Source: an optimization exercise on an open RTL-to-GDS flow (aim: small area and a short achievable clock period). Production flows keep margins and buffers that such runs may drop. The RTL was checked by simulation tests, not by an equivalence proof against the original design. Power and IR drop assume default switching activity.

// lab4
module lab4(Dout, Din, clk, reset);
output  [17:0]  Dout;
input   [7:0]   Din;
input           clk, reset;
reg [7:0] r0, r1, r2, r3, r4, r5, r6, r7, r8, r9, r10;
reg [16:0] s;
wire nrst;
invm u_nrst (.a(reset), .y(nrst));
wire [7:0] nDin;
invm u_nd0 (.a(Din[0]), .y(nDin[0]));
invm u_nd1 (.a(Din[1]), .y(nDin[1]));
invm u_nd2 (.a(Din[2]), .y(nDin[2]));
invm u_nd3 (.a(Din[3]), .y(nDin[3]));
invm u_nd4 (.a(Din[4]), .y(nDin[4]));
invm u_nd5 (.a(Din[5]), .y(nDin[5]));
invm u_nd6 (.a(Din[6]), .y(nDin[6]));
invm u_nd7 (.a(Din[7]), .y(nDin[7]));
wire pas1, pac2;
ha upas1 (.a(r1[0]), .b(r7[0]), .s(pas1), .co(pac2));
wire pas3, pac4;
fa upas3 (.a(r1[1]), .b(r7[1]), .c(pac2), .s(pas3), .co(pac4));
wire pas5, pac6;
fa upas5 (.a(r1[2]), .b(r7[2]), .c(pac4), .s(pas5), .co(pac6));
wire pas7, pac8;
fa upas7 (.a(r1[3]), .b(r7[3]), .c(pac6), .s(pas7), .co(pac8));
wire pas9, pac10;
fa upas9 (.a(r1[4]), .b(r7[4]), .c(pac8), .s(pas9), .co(pac10));
wire pas11, pac12;
fa upas11 (.a(r1[5]), .b(r7[5]), .c(pac10), .s(pas11), .co(pac12));
wire pas13, pac14;
fa upas13 (.a(r1[6]), .b(r7[6]), .c(pac12), .s(pas13), .co(pac14));
wire pas15, pac16;
fa upas15 (.a(r1[7]), .b(r7[7]), .c(pac14), .s(pas15), .co(pac16));
wire pbs17, pbc18;
xnor2m upbs17 (.a(r2[0]), .b(r6[0]), .y(pbs17));
or2m upbc18 (.a(r2[0]), .b(r6[0]), .y(pbc18));
wire pbs19, pbc20;
fa upbs19 (.a(r2[1]), .b(r6[1]), .c(pbc18), .s(pbs19), .co(pbc20));
wire pbs21, pbc22;
fa upbs21 (.a(r2[2]), .b(r6[2]), .c(pbc20), .s(pbs21), .co(pbc22));
wire pbs23, pbc24;
  ...
export LEC_CHECK = 0
export CAP_MARGIN = 20
export CORE_MARGIN = 2
export CORE_UTILIZATION = 60
export CTS_BUF_LIST = sky130_fd_sc_hd__clkbuf_8
export SLEW_MARGIN = 20
export SYNTH_HIERARCHICAL = 1
export SYNTH_MINIMUM_KEEP_SIZE = 0
create_clock -name core_clock -period 13.0 [get_ports {clk}]
standard.sh (not shown) runs the stock make flow with config.mk's settings and CLKGATE_MAP_FILE= SYNTH_SCRIPT=/design/flow/synth_recipe.tcl, a recipe that flattens the netlist after the stock synthesis.
==> flow/flow/run.sh <==
#!/bin/bash
# The standard layout (standard.sh) with two changes to the resizer's
# settings: the port buffers are plain buffers (BUF) instead of the delay-cell
# footprint-mates buffer_ports picks by default, and repair_timing aims for a
# setup slack margin of MARGIN ns.
set -euo pipefail
MARGIN=5
BUF=sky130_fd_sc_hd__buf_2
export BUFFER_PORTS_ARGS="-buffer_cell $BUF"
sed -e "s/\"\${@:-finish}\"/SETUP_SLACK_MARGIN=$MARGIN \"\${@:-finish}\"/" standard.sh > standard_margin.sh
grep -q "SETUP_SLACK_MARGIN=$MARGIN" standard_margin.sh
bash standard_margin.sh > standard.log 2>&1
The starting point completed with no timing, DRC or antenna violations.
Change:
--- a/flow/flow/run.sh
+++ b/flow/flow/run.sh
@@ -6,5 +6,5 @@
 set -euo pipefail
 MARGIN=5
-BUF=sky130_fd_sc_hd__buf_2
+BUF=sky130_fd_sc_hd__buf_1
 export BUFFER_PORTS_ARGS="-buffer_cell $BUF"
 sed -e "s/\"\${@:-finish}\"/SETUP_SLACK_MARGIN=$MARGIN \"\${@:-finish}\"/" standard.sh > standard_margin.sh
CORE_UTILIZATION = 40   (was 60)
Utilization falls by 22 points.
Wire length is higher by 4.2%.
Synthesized area does not change.
Clock power increases by about 2%.
Non-clock buffer count goes up by 2.
Power goes up by about 1.7%.
Setup slack gets worse by 0.040 ns.
Maximum frequency falls by about 0.5%.
Worst hold slack barely changes.
Cell area increases by 1.1%.
Final cell count grows by about 11%.
Change:
==> flow/run.sh (new file) <==
#!/bin/bash
# synth_recipe.tcl (not shown) runs the flow's synth.tcl, then flattens the netlist and writes it again
# the make line also repeats each setting of config.mk as NAME=value (left out here)
make -C /OpenROAD-flow-scripts/flow DESIGN_CONFIG=/design/flow/config.mk WORK_HOME=/design/flow/orfs CLKGATE_MAP_FILE= SYNTH_SCRIPT=/design/flow/synth_recipe.tcl finish
SETUP_SLACK_MARGIN = 5   (was not set)
removed: flow/flow/run.sh
removed: flow/standard.sh
The changed run ran to the end with no violations. Die area does not change. Sequential share of layout area falls by 0.64 points. Total power rises by about 4%. Core utilization rises by 1.1 points. Worst setup slack loses 0.068 ns. Area after synthesis does not change. Sequential power barely changes. Wire length falls by about 0.9%. Hold slack is about the same. Combinational power rises by about 6%. Count of clock-buffer cells in the layout rises by 1.
Change:
==> flow/flow/run.sh (new file) <==
#!/bin/bash
# The standard layout (standard.sh) with two changes to the resizer's
# settings: the port buffers are plain buffers (BUF) instead of the delay-cell
# footprint-mates buffer_ports picks by default, and repair_timing aims for a
# setup slack margin of MARGIN ns.
set -euo pipefail
MARGIN=5
BUF=sky130_fd_sc_hd__buf_2
export BUFFER_PORTS_ARGS="-buffer_cell $BUF"
sed -e "s/\"\${@:-finish}\"/SETUP_SLACK_MARGIN=$MARGIN \"\${@:-finish}\"/" standard.sh > standard_margin.sh
grep -q "SETUP_SLACK_MARGIN=$MARGIN" standard_margin.sh
bash standard_margin.sh > standard.log 2>&1
==> flow/standard.sh (new file) <==
#!/bin/bash
# synth_recipe.tcl (not shown) runs the flow's synth.tcl, then flattens the netlist and writes it again
# the make line also repeats each setting of config.mk as NAME=value (left out here)
make -C /OpenROAD-flow-scripts/flow DESIGN_CONFIG=/design/flow/config.mk WORK_HOME=/design/flow/orfs CLKGATE_MAP_FILE= SYNTH_SCRIPT=/design/flow/synth_recipe.tcl "${@:-finish}"
CTS_CLUSTER_DIAMETER = 150   (was not set)
CTS_CLUSTER_SIZE = 35   (was not set)
SETUP_SLACK_MARGIN = not set   (was 5)
removed: flow/run.sh
The changed run completed with no timing, DRC or antenna violations; via count is higher by 0.73%; hold slack barely changes; power shrinks by about 5%.
Change:
CTS_CLUSTER_DIAMETER = not set   (was 150)
CTS_CLUSTER_SIZE = not set   (was 35)
The new run finished clean. Die area does not change. Fmax stays the same. Final area does not change. Total power is unchanged.

afterwards: timing with drivers on the ports:
No port has a modelled driver above. Below, the same layouts with a new extraction and two added sets of constraints.
Step 1: set_driving_cell puts a clkbuf_16 on clk and a buf_2 on each other input, an assumption about the parent block.
Step 2, shift: input delay + t, output delay - t, t = (earliest + latest rising clock arrival at the registers) / 2. This alone moves slack from input paths to output paths.
a / b / c = ideal ports / drivers / drivers and shift; a / b = the first two.
run	t, ns	setup WS [ns]	hold WS [ns]	clock arrival spread, ns	pins driven straight from the clock port
the first run	0.412	5.256 / 5.236 / 5.236	0.417 / 0.417 / 0.417	0.017 / 0.016	1
the second run	0.425	5.216 / 5.190 / 5.190	0.417 / 0.417 / 0.417	0.016 / 0.017	1
the third run	0.421	5.148 / 5.117 / 5.117	0.416 / 0.416 / 0.416	0.014 / 0.014	1
the fourth run	0.416	5.242 / 5.210 / 5.210	0.417 / 0.417 / 0.417	0.012 / 0.012	1
the fifth run	0.416	5.242 / 5.210 / 5.210	0.417 / 0.417 / 0.417	0.012 / 0.012	1
After both steps setup and hold are still met in every run listed.
